Context: an optimization exercise on an open-source flow, tuned for small area and a short achievable clock period. The choices shown serve that exercise and are no tape-out recipe. At most, simulation tests tie the RTL to the original design; equivalence was not proved. No functional check of the RTL was part of runs 2 to 5. Power is estimated from default activity; no workload was simulated. The flow treats the clock pin as an ideal source, which a real chip does not have.

==> flow/design.v (outline; a module is shown in full before it is edited, if it fits) <==
// module eight_pt_fft: 2087 lines
module eight_pt_fft(a0,a1,a2,a3,a4,a5,a6,a7,clk,rst,
                    y0,yr1,yi1,yr2,yi2,yr3,yi3,y4,yr5,yi5,yr6,yi6,yr7,yi7);
  // ...
==> flow/flow/run.sh <==
#!/bin/bash
# Standard layout, except: synthesis maps adders to plain gates instead of the
# platform's full/half-adder cells (ADDER_MAP_FILE left empty); ports buffered with buf_2; clock tree without dummy loads.
# Registers, their names and cell types are the same as the standard synthesis.
set -euo pipefail
bash standard.sh ADDER_MAP_FILE= 'BUFFER_PORTS_ARGS=-buffer_cell sky130_fd_sc_hd__buf_2' 'CTS_ARGS=-sink_clustering_enable -repair_clock_nets -sink_clustering_size 30 -sink_clustering_max_diameter 120 -dont_use_dummy_load' finish > run_make.log 2>&1
==> flow/standard.sh <==
#!/bin/bash
# synth_recipe.tcl (not shown) runs the flow's synth.tcl, then flattens the netlist and writes it again
# the make line also repeats each setting of config.mk as NAME=value (left out here)
make -C /OpenROAD-flow-scripts/flow DESIGN_CONFIG=/design/flow/config.mk WORK_HOME=/design/flow/orfs CLKGATE_MAP_FILE= SYNTH_SCRIPT=/design/flow/synth_recipe.tcl "${@:-finish}"
==> flow/config.mk <==
export PLATFORM = sky130hd
export DESIGN_NAME = eight_pt_fft
export DESIGN_NICKNAME = eight_pt_fft
export VERILOG_FILES = /design/flow/design.v
export SDC_FILE = /design/flow/constraint.sdc
export NUM_CORES = 4
export LEC_CHECK = 0
export ABC_AREA = 1
export CAP_MARGIN = 20
export CORE_MARGIN = 2
export CORE_UTILIZATION = 58
export PLACE_DENSITY = 0.68
export SETUP_SLACK_MARGIN = 2.0
export SLEW_MARGIN = 20
==> flow/constraint.sdc <==
create_clock -name core_clock -period 4.0 [get_ports {clk}]
set_input_delay 0.8000 -clock core_clock [delete_from_list [all_inputs] [get_ports {clk}]]
set_output_delay 0.8000 -clock core_clock [all_outputs]
set_load 0.01 [all_outputs]
==> flow_summary.yaml, run 1 <==
yosys:
  avgSynthCellArea_um2: 8.20
  ys_warn_count: 1
  yosysMostFrequentCell: "nand2_1"
  syn_area_um2: 34800
  muxShareOfSynthArea_pct: 0
  syn_nets: 4378
pwr:
  comb-power_mw: 10.5
  power_leader: "registers"
  p_int_mw: 18.0
  pwr-share-comb_pct: 36.4
  p_leak_nw: 20.7
  seq-power_mw: 14.0
worst_setup_path:
  worstPathMaxFanout: 1
  ff2ff_path_depth: 15
  cp.depth: 1
placed_design:
  place_ws_ns: 1.47
route:
  ant_nets: 0
  wl_per_cell_um: 12.0
status:
  status: "no timing/DRC/antenna violations"
final_layout:
  antenna_cells: 3
  clkbuf_count: 37
  final_layout_size_suffix_gt1_share_pct: 12.8
min_path:
  hold_class: "in2reg"
timing:
  max_slew_margin_pct: 62.9
  tightest_slew_ns: 0.555
floorplan:
  initial_core_util_pct: 58.8
clock_tree:
  post_cts_buffers: 0
  path_clk_slew_ns: 0.11
  clockBufferDepth: 3
global_route:
  grt.overflow.total: 0
job:
  cap_violations: 0
==> inputs of run 2 (changes only) <==
--- a/flow/design.v
+++ b/flow/design.v
@@ -1156,143 +1156,143 @@
     always @(posedge clk) v <= w_v;
     reg [15:0] b1;
     always @(posedge clk) b1 <= s1;
     reg [15:0] b3;
     always @(posedge clk) b3 <= s3;
     wire cp_hs1093 = u[1] ^ u[3];
     wire cp_hc1094 = u[1] & u[3];
     wire cp_fs1095 = u[2] ^ u[4] ^ u[5];
-    wire cp_fc1096 = (u[2] & u[4]) | (u[2] & u[5]) | (u[4] & u[5]);
+    wire cp_fc1096 = (u[2] & u[4]) | (u[5] & (u[2] ^ u[4]));
     wire cp_fs1097 = u[3] ^ u[5] ^ u[6];
-    wire cp_fc1098 = (u[3] & u[5]) | (u[3] & u[6]) | (u[5] & u[6]);
+    wire cp_fc1098 = (u[3] & u[5]) | (u[6] & (u[3] ^ u[5]));
     wire cp_fs1099 = u[4] ^ u[6] ^ u[7];
-    wire cp_fc1100 = (u[4] & u[6]) | (u[4] & u[7]) | (u[6] & u[7]);
+    wire cp_fc1100 = (u[4] & u[6]) | (u[7] & (u[4] ^ u[6]));
     wire cp_fs1101 = u[5] ^ u[7] ^ u[8];
-    wire cp_fc1102 = (u[5] & u[7]) | (u[5] & u[8]) | (u[7] & u[8]);
+    wire cp_fc1102 = (u[5] & u[7]) | (u[8] & (u[5] ^ u[7]));
     wire cp_fs1103 = u[6] ^ u[8] ^ u[9];
-    wire cp_fc1104 = (u[6] & u[8]) | (u[6] & u[9]) | (u[8] & u[9]);
+    wire cp_fc1104 = (u[6] & u[8]) | (u[9] & (u[6] ^ u[8]));
     wire cp_fs1105 = u[7] ^ u[9] ^ u[10];
-    wire cp_fc1106 = (u[7] & u[9]) | (u[7] & u[10]) | (u[9] & u[10]);
+    wire cp_fc1106 = (u[7] & u[9]) | (u[10] & (u[7] ^ u[9]));
     wire cp_fs1107 = u[8] ^ u[10] ^ u[11];
-    wire cp_fc1108 = (u[8] & u[10]) | (u[8] & u[11]) | (u[10] & u[11]);
+    wire cp_fc1108 = (u[8] & u[10]) | (u[11] & (u[8] ^ u[10]));
     wire cp_fs1109 = u[9] ^ u[11] ^ u[12];
-    wire cp_fc1110 = (u[9] & u[11]) | (u[9] & u[12]) | (u[11] & u[12]);
+    wire cp_fc1110 = (u[9] & u[11]) | (u[12] & (u[9] ^ u[11]));
     wire cp_hs1111 = cp_hs1093 ^ u[4];
     wire cp_hc1112 = cp_hs1093 & u[4];
     wire cp_fs1113 = cp_hc1094 ^ cp_fs1095 ^ u[7];
-    wire cp_fc1114 = (cp_hc1094 & cp_fs1095) | (cp_hc1094 & u[7]) | (cp_fs1095 & u[7]);
+    wire cp_fc1114 = (cp_hc1094 & cp_fs1095) | (u[7] & (cp_hc1094 ^ cp_fs1095));
     wire cp_fs1115 = cp_fc1096 ^ cp_fs1097 ^ u[8];
-    wire cp_fc1116 = (cp_fc1096 & cp_fs1097) | (cp_fc1096 & u[8]) | (cp_fs1097 & u[8]);
+    wire cp_fc1116 = (cp_fc1096 & cp_fs1097) | (u[8] & (cp_fc1096 ^ cp_fs1097));
     wire cp_fs1117 = cp_fc1098 ^ cp_fs1099 ^ u[9];
-    wire cp_fc1118 = (cp_fc1098 & cp_fs1099) | (cp_fc1098 & u[9]) | (cp_fs1099 & u[9]);
+    wire cp_fc1118 = (cp_fc1098 & cp_fs1099) | (u[9] & (cp_fc1098 ^ cp_fs1099));
     wire cp_fs1119 = cp_fc1100 ^ cp_fs1101 ^ u[10];
-    wire cp_fc1120 = (cp_fc1100 & cp_fs1101) | (cp_fc1100 & u[10]) | (cp_fs1101 & u[10]);
+    wire cp_fc1120 = (cp_fc1100 & cp_fs1101) | (u[10] & (cp_fc1100 ^ cp_fs1101));
     wire cp_fs1121 = cp_fc1102 ^ cp_fs1103 ^ u[11];
-    wire cp_fc1122 = (cp_fc1102 & cp_fs1103) | (cp_fc1102 & u[11]) | (cp_fs1103 & u[11]);
+    wire cp_fc1122 = (cp_fc1102 & cp_fs1103) | (u[11] & (cp_fc1102 ^ cp_fs1103));
     wire cp_fs1123 = cp_fc1104 ^ cp_fs1105 ^ u[12];
-    wire cp_fc1124 = (cp_fc1104 & cp_fs1105) | (cp_fc1104 & u[12]) | (cp_fs1105 & u[12]);
+    wire cp_fc1124 = (cp_fc1104 & cp_fs1105) | (u[12] & (cp_fc1104 ^ cp_fs1105));
     wire cp_fs1125 = cp_fc1106 ^ cp_fs1107 ^ u[13];
-    wire cp_fc1126 = (cp_fc1106 & cp_fs1107) | (cp_fc1106 & u[13]) | (cp_fs1107 & u[13]);
+    wire cp_fc1126 = (cp_fc1106 & cp_fs1107) | (u[13] & (cp_fc1106 ^ cp_fs1107));
     wire cp_fs1127 = cp_fc1108 ^ cp_fs1109 ^ u[14];
-    wire cp_fc1128 = (cp_fc1108 & cp_fs1109) | (cp_fc1108 & u[14]) | (cp_fs1109 & u[14]);
+    wire cp_fc1128 = (cp_fc1108 & cp_fs1109) | (u[14] & (cp_fc1108 ^ cp_fs1109));
     wire cp_fs1129 = cp_fc1110 ^ u[10] ^ u[12];
-    wire cp_fc1130 = (cp_fc1110 & u[10]) | (cp_fc1110 & u[12]) | (u[10] & u[12]);
+    wire cp_fc1130 = (cp_fc1110 & u[10]) | (u[12] & (cp_fc1110 ^ u[10]));
     wire cp_fs1131 = u[11] ^ u[13] ^ u[14];
-    wire cp_fc1132 = (u[11] & u[13]) | (u[11] & u[14]) | (u[13] & u[14]);
+    wire cp_fc1132 = (u[11] & u[13]) | (u[14] & (u[11] ^ u[13]));
     wire cp_hs1133 = cp_hs1111 ^ u[6];
     wire cp_hc1134 = cp_hs1111 & u[6];
     wire cp_fs1135 = cp_hc1112 ^ cp_fs1113 ^ u[9];
-    wire cp_fc1136 = (cp_hc1112 & cp_fs1113) | (cp_hc1112 & u[9]) | (cp_fs1113 & u[9]);
+    wire cp_fc1136 = (cp_hc1112 & cp_fs1113) | (u[9] & (cp_hc1112 ^ cp_fs1113));
     wire cp_fs1137 = cp_fc1114 ^ cp_fs1115 ^ u[10];
-    wire cp_fc1138 = (cp_fc1114 & cp_fs1115) | (cp_fc1114 & u[10]) | (cp_fs1115 & u[10]);
+    wire cp_fc1138 = (cp_fc1114 & cp_fs1115) | (u[10] & (cp_fc1114 ^ cp_fs1115));
     wire cp_fs1139 = cp_fc1116 ^ cp_fs1117 ^ u[11];
-    wire cp_fc1140 = (cp_fc1116 & cp_fs1117) | (cp_fc1116 & u[11]) | (cp_fs1117 & u[11]);
+    wire cp_fc1140 = (cp_fc1116 & cp_fs1117) | (u[11] & (cp_fc1116 ^ cp_fs1117));
     wire cp_fs1141 = cp_fc1118 ^ cp_fs1119 ^ u[12];
-    wire cp_fc1142 = (cp_fc1118 & cp_fs1119) | (cp_fc1118 & u[12]) | (cp_fs1119 & u[12]);
+    wire cp_fc1142 = (cp_fc1118 & cp_fs1119) | (u[12] & (cp_fc1118 ^ cp_fs1119));
     wire cp_fs1143 = cp_fc1120 ^ cp_fs1121 ^ u[13];
-    wire cp_fc1144 = (cp_fc1120 & cp_fs1121) | (cp_fc1120 & u[13]) | (cp_fs1121 & u[13]);
+    wire cp_fc1144 = (cp_fc1120 & cp_fs1121) | (u[13] & (cp_fc1120 ^ cp_fs1121));
     wire cp_fs1145 = cp_fc1122 ^ cp_fs1123 ^ u[14];
-    wire cp_fc1146 = (cp_fc1122 & cp_fs1123) | (cp_fc1122 & u[14]) | (cp_fs1123 & u[14]);
+    wire cp_fc1146 = (cp_fc1122 & cp_fs1123) | (u[14] & (cp_fc1122 ^ cp_fs1123));
     wire cp_fs1147 = cp_fc1124 ^ cp_fs1125 ^ u[15];
-    wire cp_fc1148 = (cp_fc1124 & cp_fs1125) | (cp_fc1124 & u[15]) | (cp_fs1125 & u[15]);
+    wire cp_fc1148 = (cp_fc1124 & cp_fs1125) | (u[15] & (cp_fc1124 ^ cp_fs1125));
     wire cp_fs1149 = cp_fc1126 ^ cp_fs1127 ^ u[15];
-    wire cp_fc1150 = (cp_fc1126 & cp_fs1127) | (cp_fc1126 & u[15]) | (cp_fs1127 & u[15]);
+    wire cp_fc1150 = (cp_fc1126 & cp_fs1127) | (u[15] & (cp_fc1126 ^ cp_fs1127));
     wire cp_fs1151 = cp_fc1128 ^ cp_fs1129 ^ u[13];
-    wire cp_fc1152 = (cp_fc1128 & cp_fs1129) | (cp_fc1128 & u[13]) | (cp_fs1129 & u[13]);
+    wire cp_fc1152 = (cp_fc1128 & cp_fs1129) | (u[13] & (cp_fc1128 ^ cp_fs1129));
     wire cp_fs1153 = cp_fc1130 ^ cp_fs1131 ^ u[15];
-    wire cp_fc1154 = (cp_fc1130 & cp_fs1131) | (cp_fc1130 & u[15]) | (cp_fs1131 & u[15]);
+    wire cp_fc1154 = (cp_fc1130 & cp_fs1131) | (u[15] & (cp_fc1130 ^ cp_fs1131));
     wire cp_fs1155 = cp_fc1132 ^ u[12] ^ u[14];
-    wire cp_fc1156 = (cp_fc1132 & u[12]) | (cp_fc1132 & u[14]) | (u[12] & u[14]);
+    wire cp_fc1156 = (cp_fc1132 & u[12]) | (u[14] & (cp_fc1132 ^ u[12]));
     wire [15:0] cp_s = {u[15], 1'b0, u[14], cp_fc1156, cp_fc1154, cp_fc1152, cp_fc1150, cp_fc1148, cp_fc1146, cp_fc1144, cp_fc1142, cp_fc1140, cp_fc1138, cp_fc1136, cp_hc1134, cp_hs1133};
     wire [15:0] cp_c = {1'b0, 1'b0, u[15], u[13], cp_fs1155, cp_fs1153, cp_fs1151, cp_fs1149, cp_fs1147, cp_fs1145, cp_fs1143, cp_fs1141, cp_fs1139, cp_fs1137, cp_fs1135, u[8]};
     wire cq_hs1157 = v[1] ^ v[3];
     wire cq_hc1158 = v[1] & v[3];
     wire cq_fs1159 = v[2] ^ v[4] ^ v[5];
-    wire cq_fc1160 = (v[2] & v[4]) | (v[2] & v[5]) | (v[4] & v[5]);
+    wire cq_fc1160 = (v[2] & v[4]) | (v[5] & (v[2] ^ v[4]));
     wire cq_fs1161 = v[3] ^ v[5] ^ v[6];
-    wire cq_fc1162 = (v[3] & v[5]) | (v[3] & v[6]) | (v[5] & v[6]);
+    wire cq_fc1162 = (v[3] & v[5]) | (v[6] & (v[3] ^ v[5]));
     wire cq_fs1163 = v[4] ^ v[6] ^ v[7];
-    wire cq_fc1164 = (v[4] & v[6]) | (v[4] & v[7]) | (v[6] & v[7]);
+    wire cq_fc1164 = (v[4] & v[6]) | (v[7] & (v[4] ^ v[6]));
     wire cq_fs1165 = v[5] ^ v[7] ^ v[8];
-    wire cq_fc1166 = (v[5] & v[7]) | (v[5] & v[8]) | (v[7] & v[8]);
+    wire cq_fc1166 = (v[5] & v[7]) | (v[8] & (v[5] ^ v[7]));
     wire cq_fs1167 = v[6] ^ v[8] ^ v[9];
-    wire cq_fc1168 = (v[6] & v[8]) | (v[6] & v[9]) | (v[8] & v[9]);
+    wire cq_fc1168 = (v[6] & v[8]) | (v[9] & (v[6] ^ v[8]));
     wire cq_fs1169 = v[7] ^ v[9] ^ v[10];
-    wire cq_fc1170 = (v[7] & v[9]) | (v[7] & v[10]) | (v[9] & v[10]);
+    wire cq_fc1170 = (v[7] & v[9]) | (v[10] & (v[7] ^ v[9]));
     wire cq_fs1171 = v[8] ^ v[10] ^ v[11];
-    wire cq_fc1172 = (v[8] & v[10]) | (v[8] & v[11]) | (v[10] & v[11]);
+    wire cq_fc1172 = (v[8] & v[10]) | (v[11] & (v[8] ^ v[10]));
     wire cq_fs1173 = v[9] ^ v[11] ^ v[12];
-    wire cq_fc1174 = (v[9] & v[11]) | (v[9] & v[12]) | (v[11] & v[12]);
+    wire cq_fc1174 = (v[9] & v[11]) | (v[12] & (v[9] ^ v[11]));
     wire cq_hs1175 = cq_hs1157 ^ v[4];
     wire cq_hc1176 = cq_hs1157 & v[4];
     wire cq_fs1177 = cq_hc1158 ^ cq_fs1159 ^ v[7];
-    wire cq_fc1178 = (cq_hc1158 & cq_fs1159) | (cq_hc1158 & v[7]) | (cq_fs1159 & v[7]);
+    wire cq_fc1178 = (cq_hc1158 & cq_fs1159) | (v[7] & (cq_hc1158 ^ cq_fs1159));
     wire cq_fs1179 = cq_fc1160 ^ cq_fs1161 ^ v[8];
-    wire cq_fc1180 = (cq_fc1160 & cq_fs1161) | (cq_fc1160 & v[8]) | (cq_fs1161 & v[8]);
+    wire cq_fc1180 = (cq_fc1160 & cq_fs1161) | (v[8] & (cq_fc1160 ^ cq_fs1161));
     wire cq_fs1181 = cq_fc1162 ^ cq_fs1163 ^ v[9];
-    wire cq_fc1182 = (cq_fc1162 & cq_fs1163) | (cq_fc1162 & v[9]) | (cq_fs1163 & v[9]);
+    wire cq_fc1182 = (cq_fc1162 & cq_fs1163) | (v[9] & (cq_fc1162 ^ cq_fs1163));
     wire cq_fs1183 = cq_fc1164 ^ cq_fs1165 ^ v[10];
-    wire cq_fc1184 = (cq_fc1164 & cq_fs1165) | (cq_fc1164 & v[10]) | (cq_fs1165 & v[10]);
+    wire cq_fc1184 = (cq_fc1164 & cq_fs1165) | (v[10] & (cq_fc1164 ^ cq_fs1165));
     wire cq_fs1185 = cq_fc1166 ^ cq_fs1167 ^ v[11];
-    wire cq_fc1186 = (cq_fc1166 & cq_fs1167) | (cq_fc1166 & v[11]) | (cq_fs1167 & v[11]);
+    wire cq_fc1186 = (cq_fc1166 & cq_fs1167) | (v[11] & (cq_fc1166 ^ cq_fs1167));
     wire cq_fs1187 = cq_fc1168 ^ cq_fs1169 ^ v[12];
-    wire cq_fc1188 = (cq_fc1168 & cq_fs1169) | (cq_fc1168 & v[12]) | (cq_fs1169 & v[12]);
+    wire cq_fc1188 = (cq_fc1168 & cq_fs1169) | (v[12] & (cq_fc1168 ^ cq_fs1169));
     wire cq_fs1189 = cq_fc1170 ^ cq_fs1171 ^ v[13];
-    wire cq_fc1190 = (cq_fc1170 & cq_fs1171) | (cq_fc1170 & v[13]) | (cq_fs1171 & v[13]);
+    wire cq_fc1190 = (cq_fc1170 & cq_fs1171) | (v[13] & (cq_fc1170 ^ cq_fs1171));
     wire cq_fs1191 = cq_fc1172 ^ cq_fs1173 ^ v[14];
-    wire cq_fc1192 = (cq_fc1172 & cq_fs1173) | (cq_fc1172 & v[14]) | (cq_fs1173 & v[14]);
+    wire cq_fc1192 = (cq_fc1172 & cq_fs1173) | (v[14] & (cq_fc1172 ^ cq_fs1173));
     wire cq_fs1193 = cq_fc1174 ^ v[10] ^ v[12];
-    wire cq_fc1194 = (cq_fc1174 & v[10]) | (cq_fc1174 & v[12]) | (v[10] & v[12]);
+    wire cq_fc1194 = (cq_fc1174 & v[10]) | (v[12] & (cq_fc1174 ^ v[10]));
     wire cq_fs1195 = v[11] ^ v[13] ^ v[14];
-    wire cq_fc1196 = (v[11] & v[13]) | (v[11] & v[14]) | (v[13] & v[14]);
+    wire cq_fc1196 = (v[11] & v[13]) | (v[14] & (v[11] ^ v[13]));
     wire cq_hs1197 = cq_hs1175 ^ v[6];
     wire cq_hc1198 = cq_hs1175 & v[6];
     wire cq_fs1199 = cq_hc1176 ^ cq_fs1177 ^ v[9];
-    wire cq_fc1200 = (cq_hc1176 & cq_fs1177) | (cq_hc1176 & v[9]) | (cq_fs1177 & v[9]);
+    wire cq_fc1200 = (cq_hc1176 & cq_fs1177) | (v[9] & (cq_hc1176 ^ cq_fs1177));
     wire cq_fs1201 = cq_fc1178 ^ cq_fs1179 ^ v[10];
-    wire cq_fc1202 = (cq_fc1178 & cq_fs1179) | (cq_fc1178 & v[10]) | (cq_fs1179 & v[10]);
+    wire cq_fc1202 = (cq_fc1178 & cq_fs1179) | (v[10] & (cq_fc1178 ^ cq_fs1179));
     wire cq_fs1203 = cq_fc1180 ^ cq_fs1181 ^ v[11];
-    wire cq_fc1204 = (cq_fc1180 & cq_fs1181) | (cq_fc1180 & v[11]) | (cq_fs1181 & v[11]);
+    wire cq_fc1204 = (cq_fc1180 & cq_fs1181) | (v[11] & (cq_fc1180 ^ cq_fs1181));
     wire cq_fs1205 = cq_fc1182 ^ cq_fs1183 ^ v[12];
-    wire cq_fc1206 = (cq_fc1182 & cq_fs1183) | (cq_fc1182 & v[12]) | (cq_fs1183 & v[12]);
+    wire cq_fc1206 = (cq_fc1182 & cq_fs1183) | (v[12] & (cq_fc1182 ^ cq_fs1183));
     wire cq_fs1207 = cq_fc1184 ^ cq_fs1185 ^ v[13];
-    wire cq_fc1208 = (cq_fc1184 & cq_fs1185) | (cq_fc1184 & v[13]) | (cq_fs1185 & v[13]);
+    wire cq_fc1208 = (cq_fc1184 & cq_fs1185) | (v[13] & (cq_fc1184 ^ cq_fs1185));
     wire cq_fs1209 = cq_fc1186 ^ cq_fs1187 ^ v[14];
-    wire cq_fc1210 = (cq_fc1186 & cq_fs1187) | (cq_fc1186 & v[14]) | (cq_fs1187 & v[14]);
+    wire cq_fc1210 = (cq_fc1186 & cq_fs1187) | (v[14] & (cq_fc1186 ^ cq_fs1187));
     wire cq_fs1211 = cq_fc1188 ^ cq_fs1189 ^ v[15];
-    wire cq_fc1212 = (cq_fc1188 & cq_fs1189) | (cq_fc1188 & v[15]) | (cq_fs1189 & v[15]);
+    wire cq_fc1212 = (cq_fc1188 & cq_fs1189) | (v[15] & (cq_fc1188 ^ cq_fs1189));
     wire cq_fs1213 = cq_fc1190 ^ cq_fs1191 ^ v[15];
-    wire cq_fc1214 = (cq_fc1190 & cq_fs1191) | (cq_fc1190 & v[15]) | (cq_fs1191 & v[15]);
+    wire cq_fc1214 = (cq_fc1190 & cq_fs1191) | (v[15] & (cq_fc1190 ^ cq_fs1191));
     wire cq_fs1215 = cq_fc1192 ^ cq_fs1193 ^ v[13];
-    wire cq_fc1216 = (cq_fc1192 & cq_fs1193) | (cq_fc1192 & v[13]) | (cq_fs1193 & v[13]);
+    wire cq_fc1216 = (cq_fc1192 & cq_fs1193) | (v[13] & (cq_fc1192 ^ cq_fs1193));
     wire cq_fs1217 = cq_fc1194 ^ cq_fs1195 ^ v[15];
-    wire cq_fc1218 = (cq_fc1194 & cq_fs1195) | (cq_fc1194 & v[15]) | (cq_fs1195 & v[15]);
+    wire cq_fc1218 = (cq_fc1194 & cq_fs1195) | (v[15] & (cq_fc1194 ^ cq_fs1195));
     wire cq_fs1219 = cq_fc1196 ^ v[12] ^ v[14];
-    wire cq_fc1220 = (cq_fc1196 & v[12]) | (cq_fc1196 & v[14]) | (v[12] & v[14]);
+    wire cq_fc1220 = (cq_fc1196 & v[12]) | (v[14] & (cq_fc1196 ^ v[12]));
     wire [15:0] cq_s = {v[15], 1'b0, v[14], cq_fc1220, cq_fc1218, cq_fc1216, cq_fc1214, cq_fc1212, cq_fc1210, cq_fc1208, cq_fc1206, cq_fc1204, cq_fc1202, cq_fc1200, cq_hc1198, cq_hs1197};
     wire [15:0] cq_c = {1'b0, 1'b0, v[15], v[13], cq_fs1219, cq_fs1217, cq_fs1215, cq_fs1213, cq_fs1211, cq_fs1209, cq_fs1207, cq_fs1205, cq_fs1203, cq_fs1201, cq_fs1199, v[8]};
     reg [15:0] ps;
     reg [15:0] pc;
     reg [15:0] qs;
     reg [15:0] qc;
     reg [15:0] c0;
     reg [15:0] c2;
@@ -1959,107 +1959,89 @@
     wire w_ni2_o1843 = f6[1] | f6[0];
     wire w_ni2_o1844 = f6[3] | f6[2];
     wire w_ni2_o1845 = f6[5] | f6[4];
     wire w_ni2_o1846 = f6[7] | f6[6];
     wire w_ni2_o1847 = f6[9] | f6[8];
     wire w_ni2_o1848 = f6[11] | f6[10];
     wire w_ni2_o1849 = f6[13] | f6[12];
     wire w_ni2_o1850 = f6[15] | f6[14];
-    wire w_ni2_o1851 = f6[2] | w_ni2_o1843;
-    wire w_ni2_o1852 = w_ni2_o1844 | w_ni2_o1843;
-    wire w_ni2_o1853 = f6[6] | w_ni2_o1845;
-    wire w_ni2_o1854 = w_ni2_o1846 | w_ni2_o1845;
-    wire w_ni2_o1855 = f6[10] | w_ni2_o1847;
-    wire w_ni2_o1856 = w_ni2_o1848 | w_ni2_o1847;
-    wire w_ni2_o1857 = f6[14] | w_ni2_o1849;
-    wire w_ni2_o1858 = w_ni2_o1850 | w_ni2_o1849;
-    wire w_ni2_o1859 = f6[4] | w_ni2_o1852;
-    wire w_ni2_o1860 = w_ni2_o1845 | w_ni2_o1852;
-    wire w_ni2_o1861 = w_ni2_o1853 | w_ni2_o1852;
-    wire w_ni2_o1862 = w_ni2_o1854 | w_ni2_o1852;
-    wire w_ni2_o1863 = f6[12] | w_ni2_o1856;
-    wire w_ni2_o1864 = w_ni2_o1849 | w_ni2_o1856;
-    wire w_ni2_o1865 = w_ni2_o1857 | w_ni2_o1856;
-    wire w_ni2_o1866 = w_ni2_o1858 | w_ni2_o1856;
-    wire w_ni2_o1867 = f6[8] | w_ni2_o1862;
-    wire w_ni2_o1868 = w_ni2_o1847 | w_ni2_o1862;
-    wire w_ni2_o1869 = w_ni2_o1855 | w_ni2_o1862;
-    wire w_ni2_o1870 = w_ni2_o1856 | w_ni2_o1862;
-    wire w_ni2_o1871 = w_ni2_o1863 | w_ni2_o1862;
-    wire w_ni2_o1872 = w_ni2_o1864 | w_ni2_o1862;
-    wire w_ni2_o1873 = w_ni2_o1865 | w_ni2_o1862;
-    wire w_ni2_o1874 = w_ni2_o1866 | w_ni2_o1862;
-    wire [15:0] w_ni2 = {f6[15] ^ w_ni2_o1873, f6[14] ^ w_ni2_o1872, f6[13] ^ w_ni2_o1871, f6[12] ^ w_ni2_o1870, f6[11] ^ w_ni2_o1869, f6[10] ^ w_ni2_o1868, f6[9] ^ w_ni2_o1867, f6[8] ^ w_ni2_o1862, f6[7] ^ w_ni2_o1861, f6[6] ^ w_ni2_o1860, f6[5] ^ w_ni2_o1859, f6[4] ^ w_ni2_o1852, f6[3] ^ w_ni2_o1851, f6[2] ^ w_ni2_o1843, f6[1] ^ f6[0], f6[0]};
-    wire w_ni5_o1875 = fi3[1] | fi3[0];
-    wire w_ni5_o1876 = fi3[3] | fi3[2];
-    wire w_ni5_o1877 = fi3[5] | fi3[4];
-    wire w_ni5_o1878 = fi3[7] | fi3[6];
-    wire w_ni5_o1879 = fi3[9] | fi3[8];
-    wire w_ni5_o1880 = fi3[11] | fi3[10];
-    wire w_ni5_o1881 = fi3[13] | fi3[12];
-    wire w_ni5_o1882 = fi3[15] | fi3[14];
-    wire w_ni5_o1883 = fi3[2] | w_ni5_o1875;
-    wire w_ni5_o1884 = w_ni5_o1876 | w_ni5_o1875;
-    wire w_ni5_o1885 = fi3[6] | w_ni5_o1877;
-    wire w_ni5_o1886 = w_ni5_o1878 | w_ni5_o1877;
-    wire w_ni5_o1887 = fi3[10] | w_ni5_o1879;
-    wire w_ni5_o1888 = w_ni5_o1880 | w_ni5_o1879;
-    wire w_ni5_o1889 = fi3[14] | w_ni5_o1881;
-    wire w_ni5_o1890 = w_ni5_o1882 | w_ni5_o1881;
-    wire w_ni5_o1891 = fi3[4] | w_ni5_o1884;
-    wire w_ni5_o1892 = w_ni5_o1877 | w_ni5_o1884;
-    wire w_ni5_o1893 = w_ni5_o1885 | w_ni5_o1884;
-    wire w_ni5_o1894 = w_ni5_o1886 | w_ni5_o1884;
-    wire w_ni5_o1895 = fi3[12] | w_ni5_o1888;
-    wire w_ni5_o1896 = w_ni5_o1881 | w_ni5_o1888;
-    wire w_ni5_o1897 = w_ni5_o1889 | w_ni5_o1888;
-    wire w_ni5_o1898 = w_ni5_o1890 | w_ni5_o1888;
-    wire w_ni5_o1899 = fi3[8] | w_ni5_o1894;
-    wire w_ni5_o1900 = w_ni5_o1879 | w_ni5_o1894;
-    wire w_ni5_o1901 = w_ni5_o1887 | w_ni5_o1894;
-    wire w_ni5_o1902 = w_ni5_o1888 | w_ni5_o1894;
-    wire w_ni5_o1903 = w_ni5_o1895 | w_ni5_o1894;
-    wire w_ni5_o1904 = w_ni5_o1896 | w_ni5_o1894;
-    wire w_ni5_o1905 = w_ni5_o1897 | w_ni5_o1894;
-    wire w_ni5_o1906 = w_ni5_o1898 | w_ni5_o1894;
-    wire [15:0] w_ni5 = {fi3[15] ^ w_ni5_o1905, fi3[14] ^ w_ni5_o1904, fi3[13] ^ w_ni5_o1903, fi3[12] ^ w_ni5_o1902, fi3[11] ^ w_ni5_o1901, fi3[10] ^ w_ni5_o1900, fi3[9] ^ w_ni5_o1899, fi3[8] ^ w_ni5_o1894, fi3[7] ^ w_ni5_o1893, fi3[6] ^ w_ni5_o1892, fi3[5] ^ w_ni5_o1891, fi3[4] ^ w_ni5_o1884, fi3[3] ^ w_ni5_o1883, fi3[2] ^ w_ni5_o1875, fi3[1] ^ fi3[0], fi3[0]};
-    wire w_ni1_o1907 = fi7[1] | fi7[0];
-    wire w_ni1_o1908 = fi7[3] | fi7[2];
-    wire w_ni1_o1909 = fi7[5] | fi7[4];
-    wire w_ni1_o1910 = fi7[7] | fi7[6];
-    wire w_ni1_o1911 = fi7[9] | fi7[8];
-    wire w_ni1_o1912 = fi7[11] | fi7[10];
-    wire w_ni1_o1913 = fi7[13] | fi7[12];
-    wire w_ni1_o1914 = fi7[15] | fi7[14];
-    wire w_ni1_o1915 = fi7[2] | w_ni1_o1907;
-    wire w_ni1_o1916 = w_ni1_o1908 | w_ni1_o1907;
-    wire w_ni1_o1917 = fi7[6] | w_ni1_o1909;
-    wire w_ni1_o1918 = w_ni1_o1910 | w_ni1_o1909;
-    wire w_ni1_o1919 = fi7[10] | w_ni1_o1911;
-    wire w_ni1_o1920 = w_ni1_o1912 | w_ni1_o1911;
-    wire w_ni1_o1921 = fi7[14] | w_ni1_o1913;
-    wire w_ni1_o1922 = w_ni1_o1914 | w_ni1_o1913;
-    wire w_ni1_o1923 = fi7[4] | w_ni1_o1916;
-    wire w_ni1_o1924 = w_ni1_o1909 | w_ni1_o1916;
-    wire w_ni1_o1925 = w_ni1_o1917 | w_ni1_o1916;
-    wire w_ni1_o1926 = w_ni1_o1918 | w_ni1_o1916;
-    wire w_ni1_o1927 = fi7[12] | w_ni1_o1920;
-    wire w_ni1_o1928 = w_ni1_o1913 | w_ni1_o1920;
-    wire w_ni1_o1929 = w_ni1_o1921 | w_ni1_o1920;
-    wire w_ni1_o1930 = w_ni1_o1922 | w_ni1_o1920;
-    wire w_ni1_o1931 = fi7[8] | w_ni1_o1926;
-    wire w_ni1_o1932 = w_ni1_o1911 | w_ni1_o1926;
-    wire w_ni1_o1933 = w_ni1_o1919 | w_ni1_o1926;
-    wire w_ni1_o1934 = w_ni1_o1920 | w_ni1_o1926;
-    wire w_ni1_o1935 = w_ni1_o1927 | w_ni1_o1926;
-    wire w_ni1_o1936 = w_ni1_o1928 | w_ni1_o1926;
-    wire w_ni1_o1937 = w_ni1_o1929 | w_ni1_o1926;
-    wire w_ni1_o1938 = w_ni1_o1930 | w_ni1_o1926;
-    wire [15:0] w_ni1 = {fi7[15] ^ w_ni1_o1937, fi7[14] ^ w_ni1_o1936, fi7[13] ^ w_ni1_o1935, fi7[12] ^ w_ni1_o1934, fi7[11] ^ w_ni1_o1933, fi7[10] ^ w_ni1_o1932, fi7[9] ^ w_ni1_o1931, fi7[8] ^ w_ni1_o1926, fi7[7] ^ w_ni1_o1925, fi7[6] ^ w_ni1_o1924, fi7[5] ^ w_ni1_o1923, fi7[4] ^ w_ni1_o1916, fi7[3] ^ w_ni1_o1915, fi7[2] ^ w_ni1_o1907, fi7[1] ^ fi7[0], fi7[0]};
+    wire w_ni2_o1851 = w_ni2_o1844 | w_ni2_o1843;
+    wire w_ni2_o1852 = w_ni2_o1846 | w_ni2_o1845;
+    wire w_ni2_o1853 = w_ni2_o1848 | w_ni2_o1847;
+    wire w_ni2_o1854 = w_ni2_o1850 | w_ni2_o1849;
+    wire w_ni2_o1855 = w_ni2_o1852 | w_ni2_o1851;
+    wire w_ni2_o1856 = w_ni2_o1854 | w_ni2_o1853;
+    wire w_ni2_o1857 = w_ni2_o1856 | w_ni2_o1855;
+    wire w_ni2_o1858 = w_ni2_o1853 | w_ni2_o1855;
+    wire w_ni2_o1859 = w_ni2_o1845 | w_ni2_o1851;
+    wire w_ni2_o1860 = w_ni2_o1847 | w_ni2_o1855;
+    wire w_ni2_o1861 = w_ni2_o1849 | w_ni2_o1858;
+    wire w_ni2_o1862 = f6[2] | w_ni2_o1843;
+    wire w_ni2_o1863 = f6[4] | w_ni2_o1851;
+    wire w_ni2_o1864 = f6[6] | w_ni2_o1859;
+    wire w_ni2_o1865 = f6[8] | w_ni2_o1855;
+    wire w_ni2_o1866 = f6[10] | w_ni2_o1860;
+    wire w_ni2_o1867 = f6[12] | w_ni2_o1858;
+    wire w_ni2_o1868 = f6[14] | w_ni2_o1861;
+    wire [15:0] w_ni2 = {f6[15] ^ w_ni2_o1868, f6[14] ^ w_ni2_o1861, f6[13] ^ w_ni2_o1867, f6[12] ^ w_ni2_o1858, f6[11] ^ w_ni2_o1866, f6[10] ^ w_ni2_o1860, f6[9] ^ w_ni2_o1865, f6[8] ^ w_ni2_o1855, f6[7] ^ w_ni2_o1864, f6[6] ^ w_ni2_o1859, f6[5] ^ w_ni2_o1863, f6[4] ^ w_ni2_o1851, f6[3] ^ w_ni2_o1862, f6[2] ^ w_ni2_o1843, f6[1] ^ f6[0], f6[0]};
+    wire w_ni5_o1869 = fi3[1] | fi3[0];
+    wire w_ni5_o1870 = fi3[3] | fi3[2];
+    wire w_ni5_o1871 = fi3[5] | fi3[4];
+    wire w_ni5_o1872 = fi3[7] | fi3[6];
+    wire w_ni5_o1873 = fi3[9] | fi3[8];
+    wire w_ni5_o1874 = fi3[11] | fi3[10];
+    wire w_ni5_o1875 = fi3[13] | fi3[12];
+    wire w_ni5_o1876 = fi3[15] | fi3[14];
+    wire w_ni5_o1877 = w_ni5_o1870 | w_ni5_o1869;
+    wire w_ni5_o1878 = w_ni5_o1872 | w_ni5_o1871;
+    wire w_ni5_o1879 = w_ni5_o1874 | w_ni5_o1873;
+    wire w_ni5_o1880 = w_ni5_o1876 | w_ni5_o1875;
+    wire w_ni5_o1881 = w_ni5_o1878 | w_ni5_o1877;
+    wire w_ni5_o1882 = w_ni5_o1880 | w_ni5_o1879;
+    wire w_ni5_o1883 = w_ni5_o1882 | w_ni5_o1881;
+    wire w_ni5_o1884 = w_ni5_o1879 | w_ni5_o1881;
+    wire w_ni5_o1885 = w_ni5_o1871 | w_ni5_o1877;
+    wire w_ni5_o1886 = w_ni5_o1873 | w_ni5_o1881;
+    wire w_ni5_o1887 = w_ni5_o1875 | w_ni5_o1884;
+    wire w_ni5_o1888 = fi3[2] | w_ni5_o1869;
+    wire w_ni5_o1889 = fi3[4] | w_ni5_o1877;
+    wire w_ni5_o1890 = fi3[6] | w_ni5_o1885;
+    wire w_ni5_o1891 = fi3[8] | w_ni5_o1881;
+    wire w_ni5_o1892 = fi3[10] | w_ni5_o1886;
+    wire w_ni5_o1893 = fi3[12] | w_ni5_o1884;
+    wire w_ni5_o1894 = fi3[14] | w_ni5_o1887;
+    wire [15:0] w_ni5 = {fi3[15] ^ w_ni5_o1894, fi3[14] ^ w_ni5_o1887, fi3[13] ^ w_ni5_o1893, fi3[12] ^ w_ni5_o1884, fi3[11] ^ w_ni5_o1892, fi3[10] ^ w_ni5_o1886, fi3[9] ^ w_ni5_o1891, fi3[8] ^ w_ni5_o1881, fi3[7] ^ w_ni5_o1890, fi3[6] ^ w_ni5_o1885, fi3[5] ^ w_ni5_o1889, fi3[4] ^ w_ni5_o1877, fi3[3] ^ w_ni5_o1888, fi3[2] ^ w_ni5_o1869, fi3[1] ^ fi3[0], fi3[0]};
+    wire w_ni1_o1895 = fi7[1] | fi7[0];
+    wire w_ni1_o1896 = fi7[3] | fi7[2];
+    wire w_ni1_o1897 = fi7[5] | fi7[4];
+    wire w_ni1_o1898 = fi7[7] | fi7[6];
+    wire w_ni1_o1899 = fi7[9] | fi7[8];
+    wire w_ni1_o1900 = fi7[11] | fi7[10];
+    wire w_ni1_o1901 = fi7[13] | fi7[12];
+    wire w_ni1_o1902 = fi7[15] | fi7[14];
+    wire w_ni1_o1903 = w_ni1_o1896 | w_ni1_o1895;
+    wire w_ni1_o1904 = w_ni1_o1898 | w_ni1_o1897;
+    wire w_ni1_o1905 = w_ni1_o1900 | w_ni1_o1899;
+    wire w_ni1_o1906 = w_ni1_o1902 | w_ni1_o1901;
+    wire w_ni1_o1907 = w_ni1_o1904 | w_ni1_o1903;
+    wire w_ni1_o1908 = w_ni1_o1906 | w_ni1_o1905;
+    wire w_ni1_o1909 = w_ni1_o1908 | w_ni1_o1907;
+    wire w_ni1_o1910 = w_ni1_o1905 | w_ni1_o1907;
+    wire w_ni1_o1911 = w_ni1_o1897 | w_ni1_o1903;
+    wire w_ni1_o1912 = w_ni1_o1899 | w_ni1_o1907;
+    wire w_ni1_o1913 = w_ni1_o1901 | w_ni1_o1910;
+    wire w_ni1_o1914 = fi7[2] | w_ni1_o1895;
+    wire w_ni1_o1915 = fi7[4] | w_ni1_o1903;
+    wire w_ni1_o1916 = fi7[6] | w_ni1_o1911;
+    wire w_ni1_o1917 = fi7[8] | w_ni1_o1907;
+    wire w_ni1_o1918 = fi7[10] | w_ni1_o1912;
+    wire w_ni1_o1919 = fi7[12] | w_ni1_o1910;
+    wire w_ni1_o1920 = fi7[14] | w_ni1_o1913;
+    wire [15:0] w_ni1 = {fi7[15] ^ w_ni1_o1920, fi7[14] ^ w_ni1_o1913, fi7[13] ^ w_ni1_o1919, fi7[12] ^ w_ni1_o1910, fi7[11] ^ w_ni1_o1918, fi7[10] ^ w_ni1_o1912, fi7[9] ^ w_ni1_o1917, fi7[8] ^ w_ni1_o1907, fi7[7] ^ w_ni1_o1916, fi7[6] ^ w_ni1_o1911, fi7[5] ^ w_ni1_o1915, fi7[4] ^ w_ni1_o1903, fi7[3] ^ w_ni1_o1914, fi7[2] ^ w_ni1_o1895, fi7[1] ^ fi7[0], fi7[0]};
     reg [15:0] o0;
     always @(posedge clk) o0 <= f0 & {16{ok}};
     reg [15:0] o4;
     always @(posedge clk) o4 <= f4 & {16{ok}};
     reg [15:0] or1;
     always @(posedge clk) or1 <= fr1 & {16{ok}};
     reg [15:0] or5;
     always @(posedge clk) or5 <= fr5 & {16{ok}};
==> flow/flow/run.sh (replaced) <==
#!/bin/bash
# Standard layout, except:
# - synthesis maps adders to plain gates instead of the platform's full/half-adder
#   cells (ADDER_MAP_FILE left empty);
# - ABC's area script is replaced by flow/abc_area.script (a copy of ORFS's
#   scripts folder is made with only that file changed);
# - ports are buffered with buf_2; the clock tree is built without dummy loads.
# Registers, their names and cell types are the same as the standard synthesis.
set -euo pipefail
rm -rf scripts_mod
cp -r "$FLOW_HOME/scripts" scripts_mod
cp flow/abc_area.script scripts_mod/abc_area.script
bash standard.sh ADDER_MAP_FILE= SCRIPTS_DIR=$PWD/scripts_mod \
  'BUFFER_PORTS_ARGS=-buffer_cell sky130_fd_sc_hd__buf_2' \
  'CTS_ARGS=-sink_clustering_enable -repair_clock_nets -sink_clustering_size 30 -sink_clustering_max_diameter 120 -dont_use_dummy_load' \
  finish > run_make.log 2>&1
==> flow/flow/abc_area.script (new file) <==
strash
dch
map -B 0.9
topo
stime -c
==> flow/config.mk (replaced) <==
export PLATFORM = sky130hd
export DESIGN_NAME = eight_pt_fft
export DESIGN_NICKNAME = eight_pt_fft
export VERILOG_FILES = /design/flow/design.v
export SDC_FILE = /design/flow/constraint.sdc
export NUM_CORES = 4
export LEC_CHECK = 0
export ABC_AREA = 1
export CAP_MARGIN = 20
export CORE_MARGIN = 2
export CORE_UTILIZATION = 65
export PLACE_DENSITY = 0.75
export SETUP_SLACK_MARGIN = 2.0
export SLEW_MARGIN = 20
==> run 2 against run 1 <==
  * Largest power group unchanged
  * Worst setup slack worse by 0.013 ns
  * Power is 0.53% higher
  * Worst hold slack worse by 0.0010 ns
  * Largest cell class unchanged
  * Highest routed layer is now met4
==> flow_summary.yaml, run 2 <==
clock_tree:
  cts_max_level: 2
  cts_hold_buf: 0
  path_clk_slew_ns: 0.10
  cts_sinks: 950
  cts_tree: "done"
  cts_buffers: 37
  clockBufferDepth: 3
  cts-root-buf: "clkbuf_16"
  clk_latency_ns: 0.59
pwr:
  p_switching_mw: 10.9
  swShare_pct: 37.7
  p_leak_nw: 18.4
  p_int_mw: 18.1
  powerDensity_nw_per_um2: 757
  pwr-share-seq_pct: 48.3
  peakVddDrop_mv: 0.485
  clkPwrFrac_pct: 14.8
  pwr-share-comb_pct: 37.0
yosys:
  yosysMostFrequentCell: "nand2_1"
  muxShareOfSynthArea_pct: 0
  netlist_top_cells_area: "dfxtp_1, nand2_1, xor2_1"
  async_flop_share_pct: 0
  synth_top_family_by_area: "simple AND/OR/NAND/NOR gates"
  synth_compound_area_share_pct: 4.76
  avgSynthCellArea_um2: 8.13
  ys_ff_latch: 950
  ys_seq_area_share_pct: 55.7
  synth_top_area_cell: "dfxtp_1"
  synthDominantCellAreaShare_pct: 55.7
  synthXorXnorAreaFrac_pct: 9.51
  synthFlopType: "dfxtp_1"
  postSynthCellCount: 4203
  synth_simple_gate_area_share_pct: 22.4
  syn_area_um2: 34200
  synth-edff-count: 0
  syn_nets: 4333
  synth.top_cells.by_count: "nand2_1, dfxtp_1, clkinv_1"
  ys_warn_count: 1
  yosysUniqueCellTypes: 21
  post_synth_fa_ha_maj_area_fraction_pct: 0
worst_setup_path:
  critical_path.reg2reg.endpoint: "oi1[12]"
  slowest_delay_ns: 0.40
  cp.arrival_ns: 1.14
  cpMaxStageDelayCell: "dfxtp_1"
  path_cells: "buf_2"
  crit_path_start_kind: "flip-flop"
  ff2ff_path_depth: 12
  cp_data_required_time_ns: 3.20
  cp-end-kind: "primary output"
  r2r-start: "fi3[0]"
  reg2reg_slack_ns: 2.08
  path_buf_inv: 1
  path_class: "reg2out"
  worstPathMaxFanout: 1
  cp_top_family: "flip-flops"
floorplan:
  die-area_um2: 54400
  chipWidth_um: 233
  num_rows: 84
  initial_core_util_pct: 65.4
  fp.dieH_um: 233
  ioPinCount: 354
  core_um2: 52200
timing:
  setup_viol: 0
  clock_skew_ns: 0.0225
  hold_viol: 0
  rsz0062_at_grt: "true"
  tightest_slew_ns: 0.470
  period_share_pct: 48.5
  max_freq_mhz: 515
  hold-worst-slack_ns: 0.297
  slew_viol_final: 0
  fin_setup_tns_ns: 0
  max_slew_margin_pct: 68.4
  layout_min_cycle_time_ns: 1.94
placed_design:
  globalplace.congestion: 0.892
  port_buffers: 353
  dpl.hpwl_um: 47300
route:
  dr.first_iter.drc_count: 1018
  routed_wl_um: 62300
  ant_nets: 0
  via_count: 24700
  viasPerCell: 4.71
  drc_errors: 0
  drt-pass1-iter-count: 7
  wl_per_cell_um: 11.9
final_layout:
  final_cell_mix: "nand2_1, dfxtp_1, clkinv_1, nor2_1, buf_2"
  fin_nets: 4695
  final_layout_size_suffix_gt1_share_pct: 15.5
  areaGrowthSynthToFinish_pct: 12.1
  final_common_cell: "nand2_1"
global_route:
  antenna_found_initial: 0
  grt_max_degree: 138
  grt_pass1_vias: 22100
  grt_usage_pct: 22.7
  grt_first_pass_wirelength_um: 99800
  grt.overflow.total: 0
min_path:
  holdCritStartpoint: "a7[0]"
  hold_class: "in2reg"
  min_to: "x7[0]"
  holdPathStages: 1
status:
  status: "no timing/DRC/antenna violations"
job:
  cap_violations: 0
run 2: how the worst max path moves through the flow:
stage                        from      end  slack, ns  cells past startpoint
after global routing        d1[0]  fr5[15]       1.93                     14
after floorplan               rst   oi1[7]       1.62                      5
final                     oi2[14]  yi2[14]       2.06                      1
after detailed placement      rst  oi2[15]       1.50                      7
after global placement        rst  oi2[15]       1.52                      7
after CTS                   s7[0]   t4[15]       1.99                     13
run 2: area by class of cell:
cell class | count | area (um2)
Clock buffer | 37 | 926
Fill cell | 4095 | 14000
Tap cell | 688 | 861
Antenna cell | 1 | 2.50
Sequential cell | 950 | 19100
Multi-Input combinational cell | 2612 | 13200
Inverter | 587 | 2230
Timing Repair Buffer | 377 | 1950
run 2: layer usage:
metal / wire (um) / part of all wire [%] / vias to the layer above / track usage [%]
met4: 1520 / 2.4 / 0 / 6.73
met2: 29200 / 47 / 413 / 39.2
met3: 2640 / 4.2 / 79 / 3.15
li1: - / - / 13500 / -
met5: 0 / 0 / - / 0
met1: 29000 / 46 / 10800 / 29.6
run 2: stage by stage:
stage	worst slack [ns]	area [um2]	power (mW)	instances	utilization [%]
final	2.06	38300	29.0	5252	73.3
after floorplan	1.62	34200	21.9	4203	-
after global placement	1.52	36400	24.1	5191	69.7
after CTS	1.99	37500	28.6	5231	71.7
after global routing	1.93	38300	31.5	5251	73.3
after detailed placement	1.50	36400	24.3	5191	69.7
run 2: cell families after synthesis:
group,Yosys count
xor+xnor,371
flops,950
compound gates,302
simple gates,1939
buf+inv,641
run 2: what timing repair did:
item                       4_1_cts  5_1_grt
gates resized for setup         40      275
setup buffers                    3       20
pin swaps                        3       27
setup endpoints to repair       75      170
run 2: power by group through the flow:
stage / sequential [mW] / combinational [mW] / clock [mW]
6_report: 14.0 / 10.7 / 4.28
3_3_place_gp: 14.0 / 10.0 / 0
3_5_place_dp: 14.1 / 10.2 / 0
4_1_cts: 13.9 / 10.3 / 4.42
5_1_grt: 14.3 / 12.4 / 4.74
2_1_floorplan: 13.6 / 8.23 / 0
==> inputs of run 3 (changes only) <==
==> flow/flow/abc_area.script (replaced) <==
strash
&get -n
&dch
&nf
&put
topo
stime -c
buffer -c
upsize -c
dnsize -c
==> run 3 against run 2 <==
  * Combinational power grew 58%
  * Worst hold slack got worse by 0.0094 ns
  * Via count down 8.7%
  * Worst setup slack lost 0.63 ns
  * Count of clock-buffer cells in the layout stayed put
  * Sequential share of layout area shrank 3.9 points
  * Critical endpoint is now oi1[15]
  * Power is 27% higher
  * Synthesized cell count decreased by 28%
  * Still clean
  * Critical path type is now reg2reg
  * Design area increased by 9.9%
  * Die area decreased by 3.3%
  * Global-route usage up 3.4 points
==> flow_summary.yaml, run 3 <==
yosys:
  ys_ff_latch: 950
  yosysMostFrequentCell: "dfxtp_1"
  netlist_top_cells_area: "dfxtp_1, xnor2_1, xor2_1"
  synth.top_cells.by_count: "dfxtp_1, xnor2_1, nand2_1"
  synthDominantCellAreaShare_pct: 57.6
  async_flop_share_pct: 0
  syn_nets: 3176
  avgSynthCellArea_um2: 10.8
  synth_top_area_cell: "dfxtp_1"
  synthFlopType: "dfxtp_1"
  postSynthCellCount: 3046
  syn_area_um2: 33000
  yosysUniqueCellTypes: 48
  synth-edff-count: 0
  ys_warn_count: 1
  ys_seq_area_share_pct: 57.6
global_route:
  grt_first_pass_wirelength_um: 110000
  grt_max_degree: 158
  grt_pass1_vias: 21500
  grt.overflow.total: 0
  antenna_found_initial: 6
  grt_usage_pct: 26.1
final_layout:
  final_cell_count_no_fill: 4293
  fin_nets: 3753
  nFillCells: 2514
  utilization_pct: 83.8
  final_cell_mix: "dfxtp_1, xnor2_1, buf_2, buf_4, nand2_1"
  register_area_um2: 19300
  antenna_cells: 0
  final_common_cell: "dfxtp_1"
  final_layout_size_suffix_gt1_share_pct: 34.9
  areaGrowthSynthToFinish_pct: 27.4
  multiInputGateArea_um2: 16700
status:
  status: "no timing/DRC/antenna violations"
timing:
  hold-worst-slack_ns: 0.287
  fin_setup_tns_ns: 0
  rsz0062_at_grt: "true"
  max_freq_mhz: 389
  hold_viol: 0
  layout_min_cycle_time_ns: 2.57
  clock_skew_ns: 0.0337
  slew_viol_final: 0
  tightest_slew_ns: 0.793
  max_slew_margin_pct: 46.8
  setup_viol: 0
  period_share_pct: 64.2
floorplan:
  ioPinCount: 354
  core_um2: 50200
  chipWidth_um: 229
  initial_core_util_pct: 65.8
  num_rows: 82
  fp.dieH_um: 229
  die-area_um2: 52600
job:
  cap_violations: 0
worst_setup_path:
  cp_data_required_time_ns: 4.50
  r2r-start: "fi7[1]"
  cp.arrival_ns: 3.06
  worstPathMaxFanout: 5
  cp-end-kind: "flip-flop"
  reg2reg_slack_ns: 1.43
  crit_path_start_kind: "flip-flop"
  path_class: "reg2reg"
  ff2ff_path_depth: 8
  critical_path.reg2reg.endpoint: "oi1[15]"
min_path:
  min_to: "x3[0]"
  holdCritStartpoint: "a3[0]"
  holdPathStages: 1
  hold_class: "in2reg"
clock_tree:
  cts_buffers: 37
  clk_latency_ns: 0.60
  clockBufferDepth: 3
  cts_tree: "done"
  cts_max_level: 2
  path_clk_slew_ns: 0.12
  cts-root-buf: "clkbuf_16"
  cts_sinks: 950
placed_design:
  globalplace.congestion: 0.884
  dpl.hpwl_um: 49700
  port_buffers: 353
  placedCellCount: 3976
pwr:
  powerDensity_nw_per_um2: 873
  totalPowerFinal_mw: 36.7
  p_leak_nw: 17.4
  peakVddDrop_mv: 0.534
route:
  via_count: 22600
  ant_nets: 0
  dr.first_iter.drc_count: 1240
  wl_per_cell_um: 18.1
  drc_errors: 0
  viasPerCell: 5.26
  routed_wl_um: 77900
  drt-pass1-iter-count: 6
## run 3: final cells by class
class                   count  share of cell area (%)
inverters                  52                   0.476
clock buffers              37                    2.20
flip-flops and latches    950                    46.0
well taps                 672                    2.00
multi-input cells        1947                    39.8
repair buffers            635                    9.56
## run 3: critical path, cell delays in order (launching register included)
cell and delay [ns]:
dfxtp_1 0.40, nor4_4 0.30, nand2_2 0.10, or3_4 0.35
or3_4 0.33, or3_4 0.36, or4_4 0.44, o21ai_1 0.13
a21oi_1 0.05
## run 3: worst max-delay path by stage
stage | start | to | slack [ns] | cells after the start
5_1_grt | fi7[1] | oi1[15] | 1.33 | 8
3_5_place_dp | fi3[1] | oi5[15] | 1.28 | 8
3_3_place_gp | fi3[1] | oi5[15] | 1.31 | 8
6_report | fi7[1] | oi1[15] | 1.43 | 8
2_1_floorplan | fi3[1] | oi5[15] | 1.45 | 8
4_1_cts | fi3[0] | oi1[15] | 1.44 | 8
## run 3: where the power goes
part / internal [mW] / switching, mW / total [mW]
sequential: 12.8 / 2.71 / 15.5
combinational: 8.85 / 8.05 / 16.9
clock: 1.68 / 2.65 / 4.33
## run 3: kinds of logic after synthesis
kind of cell             count (synthesis)  share of synthesized area (%)
XOR/XNOR                               687                           18.2
buffers and inverters                  149                           2.33
AO/OA/AOI/OAI                          398                           6.96
flip-flops                             950                           57.6
adder cells (fa/ha/maj)                117                           3.55
AND/OR/NAND/NOR                        745                           11.3
## run 3: layer usage
layer / vias up / track usage [%] / share of wire (%)
li1: 11000 / - / -
met1: 10700 / 33.2 / 42
met2: 749 / 46.1 / 50
met3: 183 / 3.01 / 4.6
met4: 0 / 9.42 / 3.9
met5: - / 0 / 0
## run 3: repair_timing
action | CTS | global route
pin swaps | 195 | 172
resized for setup | 347 | 297
endpoints found under the setup margin | 107 | 104
buffers inserted | 183 | 97
hold buffers | 0 | 0
## run 3: per-stage QoR
stage	area [um2]	setup slack (ns)
floorplan	34100	1.45
global route	42100	1.33
CTS	40100	1.44
finish	42100	1.43
detailed placement	36100	1.28
global placement	36100	1.31
==> inputs of run 4 (changes only) <==
==> flow/flow/run.sh (replaced) <==
#!/bin/bash
# Standard layout, except: synthesis maps adders to plain gates instead of the
# platform's full/half-adder cells (ADDER_MAP_FILE left empty); ports buffered with buf_2; clock tree without dummy loads.
# Registers, their names and cell types are the same as the standard synthesis.
set -euo pipefail
bash standard.sh ADDER_MAP_FILE= 'BUFFER_PORTS_ARGS=-buffer_cell sky130_fd_sc_hd__buf_2' 'CTS_ARGS=-sink_clustering_enable -repair_clock_nets -sink_clustering_size 30 -sink_clustering_max_diameter 120 -dont_use_dummy_load' finish > run_make.log 2>&1
removed: flow/flow/abc_area.script
==> run 4 against run 3 <==
  * Register-to-register slack better by 0.70 ns
  * Sequential power down 9.7%
  * Largest power group is now registers
  * Synthesized cell count increased by 39%
==> flow_summary.yaml, run 4 <==
timing:
  tightest_slew_ns: 0.977
  setup_viol: 0
  hold_viol: 0
  layout_min_cycle_time_ns: 1.94
  slew_viol_final: 0
  max_freq_mhz: 515
  period_share_pct: 48.6
  max_slew_margin_pct: 34.9
  rsz0062_at_grt: "true"
  fin_setup_tns_ns: 0
  clock_skew_ns: 0.0311
worst_setup_path:
  path_class: "reg2out"
  slowest_delay_ns: 0.34
  worstPathMaxFanout: 1
  path_cells: "buf_2"
  ff2ff_path_depth: 12
  cp_data_required_time_ns: 3.20
  crit_path_start_kind: "flip-flop"
  cp-end-kind: "primary output"
  cpMaxStageDelayCell: "dfxtp_1"
  cp_top_family: "flip-flops"
  cp.arrival_ns: 1.14
  path_buf_inv: 1
  cp.depth: 1
clock_tree:
  clk_latency_ns: 0.58
  cts_sinks: 950
  path_clk_slew_ns: 0.11
  cts_hold_buf: 0
  clockBufferDepth: 3
  cts_max_level: 2
  cts-root-buf: "clkbuf_16"
  cts_buffers: 37
  cts_tree: "done"
floorplan:
  fp.dieH_um: 234
  num_rows: 84
  die-area_um2: 55000
  chipWidth_um: 234
  core_um2: 52600
  initial_core_util_pct: 65.7
  ioPinCount: 354
yosys:
  synth_top_area_cell: "dfxtp_1"
  synthDominantCellAreaShare_pct: 55.1
  syn_area_um2: 34500
  yosysUniqueCellTypes: 34
  ys_warn_count: 1
  ys_ff_latch: 950
  async_flop_share_pct: 0
  avgSynthCellArea_um2: 8.18
  ys_seq_area_share_pct: 55.1
  synth-edff-count: 0
  netlist_top_cells_area: "dfxtp_1, nand2_1, xor2_1"
  syn_nets: 4351
  synthFlopType: "dfxtp_1"
  yosysMostFrequentCell: "nand2_1"
  synth.top_cells.by_count: "nand2_1, dfxtp_1, inv_1"
  postSynthCellCount: 4221
placed_design:
  globalplace.congestion: 0.902
  port_buffers: 353
  placed_cell_area_um2: 36700
  dpl.hpwl_um: 50000
global_route:
  grt_usage_pct: 23.0
  grt_first_pass_wirelength_um: 102000
  grt_pass1_vias: 21900
  antenna_found_initial: 5
  grt.overflow.total: 0
  grt_max_degree: 94
route:
  wl_met3_um: 2640
  drt-pass1-iter-count: 5
  ant_nets: 0
  via_count: 24500
  viasPerCell: 4.68
  wl_per_cell_um: 12.2
  drc_errors: 0
  routed_wl_um: 63800
  wl_met1_um: 30800
  met2WireLength_um: 28900
  dr.first_iter.drc_count: 1207
  top_layer_used: "met5"
pwr:
  peakVddDrop_mv: 0.388
  powerDensity_nw_per_um2: 753
  totalPowerFinal_mw: 28.5
  p_leak_nw: 20.5
final_layout:
  nFillCells: 4321
  fin_nets: 4677
  final_layout_size_suffix_gt1_share_pct: 12.8
  finalInstanceArea_um2: 37800
  final_cell_mix: "nand2_1, dfxtp_1, inv_1, nor2_1, buf_2"
  final_common_cell: "nand2_1"
  areaGrowthSynthToFinish_pct: 9.56
job:
  cap_violations: 0
min_path:
  holdPathStages: 1
  hold_class: "in2reg"
status:
  status: "no timing/DRC/antenna violations"
## run 4: per-layer routing
metal | global-route usage (%) | vias to the layer above
met3 | 3.20 | 88
met4 | 5.76 | 6
met5 | 0 | -
met1 | 31.9 | 10700
li1 | - | 13300
met2 | 38.3 | 406
## run 4: report_power, final
part | internal, mW | leakage (nW) | total [mW] | switching, mW
Combinational | 3.73 | 12.1 | 10.2 | 6.50
Clock | 1.68 | 0.456 | 4.30 | 2.62
Sequential | 12.4 | 7.95 | 14.0 | 1.54
## run 4: final timing paths
check	startpoint	to	slack (ns)
max	oi6[12]	yi6[12]	2.06
min	a4[12]	x4[12]	0.30
max reg2reg	fi3[0]	oi5[15]	2.13
min reg2reg	b3[3]	c3[3]	0.32
## run 4: timing repair
item | 4_1_cts | 5_1_grt
cloned | 0 | 0
pin swaps | 0 | 5
endpoints found under the setup margin | 4 | 46
gates resized for setup | 4 | 70
setup buffers | 0 | 4
## run 4: cell type report
| type | instances | area (um2) | area share, % |
|---|---|---|---|
| diodes | 1 | 2.50 | 0.00661 |
| clock buffers | 37 | 926 | 2.45 |
| multi-input cells | 2612 | 13000 | 34.3 |
| well taps | 688 | 861 | 2.28 |
| flip-flops and latches | 950 | 19000 | 50.3 |
| inverters | 587 | 2210 | 5.83 |
| repair buffers | 359 | 1820 | 4.82 |
## run 4: logic make-up (layout without fill, tap and decap cells)
family | Yosys count | after routing | share of synthesized area [%]
other | 0 | 1 | 0
DFF | 950 | 950 | 55.1
buffers and inverters | 659 | 983 | 7.75
xor gates and xnor gates | 371 | 371 | 9.41
AOI/OAI and AO/OA | 302 | 302 | 4.83
and+or+nand+nor | 1939 | 1939 | 22.9
## run 4: stage by stage
stage | hold slack [ns] | cells | util (%) | worst slack, ns
final | 0.296 | 5234 | 72.0 | 2.06
after global routing | 0.267 | 5233 | 72.0 | 1.97
after CTS | 0.263 | 5229 | 71.7 | 2.00
after detailed placement | 0.312 | 5192 | 69.9 | 1.73
after global placement | 0.310 | 5192 | 69.9 | 1.76
after floorplan | 0.310 | 4221 | - | 2.20
==> inputs of run 5 (changes only) <==
--- a/flow/config.mk
+++ b/flow/config.mk
@@ -11,3 +11,3 @@
 export CORE_UTILIZATION = 65
-export PLACE_DENSITY = 0.75
+export PLACE_DENSITY = 0.65
 export SETUP_SLACK_MARGIN = 2.0
==> run 5 against run 4 <==
  * Via count about the same
  * Combinational power is essentially flat
  * Highest routed layer is now met4
  * Synthesized cell count unchanged
  * Worst hold slack improved by 0.0045 ns
  * Flip-flop and latch count did not move
  * Non-clock buffer count is 5 higher
  * Core utilization rose by 0.098 points
  * Sequential share of layout area down 0.068 points
==> flow_summary.yaml, run 5 <==
clock_tree:
  path_clk_slew_ns: 0.10
  cts-root-buf: "clkbuf_16"
  clockBufferDepth: 3
  cts_buffers: 37
  cts_max_level: 2
  cts_sinks: 950
  clk_latency_ns: 0.59
  cts_tree: "done"
timing:
  period_share_pct: 49.1
  setup_viol: 0
  slew_viol_final: 0
  max_slew_margin_pct: 46.4
  hold_viol: 0
  rsz0062_at_grt: "true"
  layout_min_cycle_time_ns: 1.97
  fin_setup_tns_ns: 0
  clock_skew_ns: 0.0475
  max_freq_mhz: 509
  tightest_slew_ns: 0.796
route:
  viasPerCell: 4.67
  wl_per_cell_um: 12.1
  drt-pass1-iter-count: 5
  ant_nets: 0
  dr.first_iter.drc_count: 1260
  routed_wl_um: 63200
  via_count: 24500
  drc_errors: 0
floorplan:
  num_rows: 84
  fp.dieH_um: 234
  die-area_um2: 55000
  chipWidth_um: 234
  initial_core_util_pct: 65.7
  ioPinCount: 354
  core_um2: 52600
global_route:
  grt_max_degree: 76
  antenna_found_initial: 7
  grt.overflow.total: 0
  grt_pass1_vias: 21800
  grt_first_pass_wirelength_um: 100000
  grt_usage_pct: 22.7
yosys:
  syn_area_um2: 34500
  ys_warn_count: 1
  async_flop_share_pct: 0
  synthDominantCellAreaShare_pct: 55.1
  ys_seq_area_share_pct: 55.1
  synthFlopType: "dfxtp_1"
  synth.top_cells.by_count: "nand2_1, dfxtp_1, inv_1"
  synth-edff-count: 0
  ys_ff_latch: 950
  postSynthCellCount: 4221
  yosysUniqueCellTypes: 34
  netlist_top_cells_area: "dfxtp_1, nand2_1, xor2_1"
  avgSynthCellArea_um2: 8.18
  syn_nets: 4351
  yosysMostFrequentCell: "nand2_1"
  synth_top_area_cell: "dfxtp_1"
pwr:
  clkPwrFrac_pct: 15.0
  p_switching_mw: 10.7
  p_leak_nw: 20.6
  pwr-share-seq_pct: 49.0
  powerDensity_nw_per_um2: 753
  swShare_pct: 37.4
  p_int_mw: 17.8
  pwr-share-comb_pct: 35.9
  peakVddDrop_mv: 0.454
worst_setup_path:
  cp.depth: 1
  reg2reg_slack_ns: 2.07
  crit_path_start_kind: "flip-flop"
  path_buf_inv: 1
  ff2ff_path_depth: 12
  slowest_delay_ns: 0.42
  cp_data_required_time_ns: 3.20
  cpMaxStageDelayCell: "dfxtp_1"
  cp_top_family: "flip-flops"
  path_class: "reg2out"
  r2r-start: "f6[0]"
  cp-end-kind: "primary output"
  cp.arrival_ns: 1.17
  worstPathMaxFanout: 1
  crit_start: "oi2[14]"
  path_cells: "buf_2"
placed_design:
  placedCellCount: 5193
  globalplace.congestion: 0.887
  port_buffers: 353
  dpl.hpwl_um: 49700
final_layout:
  fin_nets: 4682
  final_cell_mix: "nand2_1, dfxtp_1, inv_1, nor2_1, buf_2"
  final_common_cell: "nand2_1"
  utilization_pct: 72.1
  antenna_cells: 0
  areaGrowthSynthToFinish_pct: 9.71
  final_cell_count_no_fill: 5238
  final_layout_size_suffix_gt1_share_pct: 13.0
min_path:
  hold_class: "in2reg"
  holdPathStages: 1
  holdCritStartpoint: "a6[12]"
job:
  cap_violations: 0
status:
  status: "no timing/DRC/antenna violations"
run 5: worst paths after layout:
path | end
worst min-delay path | x6[12]
worst min register to register | d4[6]
worst max-delay path | yi2[14]
worst max register to register | oi2[12]
run 5: power by group through the flow:
stage	Sequential, mW	Clock (mW)	Combinational [mW]
finish	14.0	4.28	10.2
CTS	14.0	4.43	10.2
global route	14.3	4.76	11.9
detailed placement	14.2	0	10.1
floorplan	13.6	0	8.30
global placement	14.1	0	9.95
run 5: timing repair:
item | CTS | global route
cloned | 0 | 0
setup buffers | 0 | 8
hold buffers | 0 | 0
pin swaps | 0 | 19
gates resized for setup | 1 | 75
setup endpoints to repair | 20 | 48
run 5: cell families (layout without fill, tap and decap cells):
group,count (synthesis),in the layout,synth area share [%]
buffers and inverters,659,988,7.75
AND/OR/NAND/NOR,1939,1939,22.9
AO/OA/AOI/OAI,302,302,4.83
flip-flops,950,950,55.1
XOR/XNOR,371,371,9.41
run 5: routing by layer:
layer / global-route usage (%) / part of all wire, % / up-vias
met4: 5.80 / 2.4 / 0
met5: 0 / 0 / -
li1: - / - / 13300
met2: 38.0 / 45 / 392
met3: 3.15 / 4.4 / 83
met1: 31.2 / 48 / 10700
run 5: metrics by stage:
step / power (mW) / area, um2 / hold WS, ns / setup slack, ns
detailed placement: 24.3 / 36700 / 0.312 / 1.51
floorplan: 21.9 / 34500 / 0.310 / 2.20
CTS: 28.6 / 37700 / 0.265 / 2.01
finish: 28.5 / 37900 / 0.301 / 2.03
global route: 30.9 / 37900 / 0.266 / 1.92
global placement: 24.1 / 36700 / 0.310 / 1.54
run 5: final cells by class:
cell class | instances | area [um2]
clock buffers | 37 | 926
well taps | 688 | 861
fillers | 4241 | 14700
flip-flops and latches | 950 | 19000
repair buffers | 364 | 1870
inverters | 587 | 2210
multi-input cells | 2612 | 13000

[afterwards: timing with drivers on the ports]
Ports are ideal in the flow. The routed layouts listed here were re-timed in OpenROAD.
Step 1 sets driving cells, clkbuf_16 on the clock port and buf_2 on the other inputs (assumed; they add their load-dependent delay and slew).
Step 2, shift: input delay + t, output delay - t, t = (earliest + latest rising clock arrival at the registers) / 2. This alone moves slack from input paths to output paths.
Three values: no drivers, after step 1, after step 2; two values: the first two.
run	shift t [ns]	slack for setup (ns)	worst setup path at the end	slew at the worst register clock pin (ns)
run 1	0.645	2.072 / 2.010 / 1.691	input to register	0.12 / 0.12
run 2	0.641	2.058 / 1.998 / 1.782	input to register	0.11 / 0.11
run 3	0.647	1.432 / 1.432 / 1.432	register to register	0.12 / 0.12
run 4	0.639	2.057 / 1.994 / 1.748	input to register	0.11 / 0.11
run 5	0.625	2.035 / 1.975 / 1.759	input to register	0.11 / 0.11
After both steps every run listed still meets setup and hold. For run 1, which loses most, drivers alone change the setup slack by -0.062 ns; drivers and shift together by -0.381 ns.
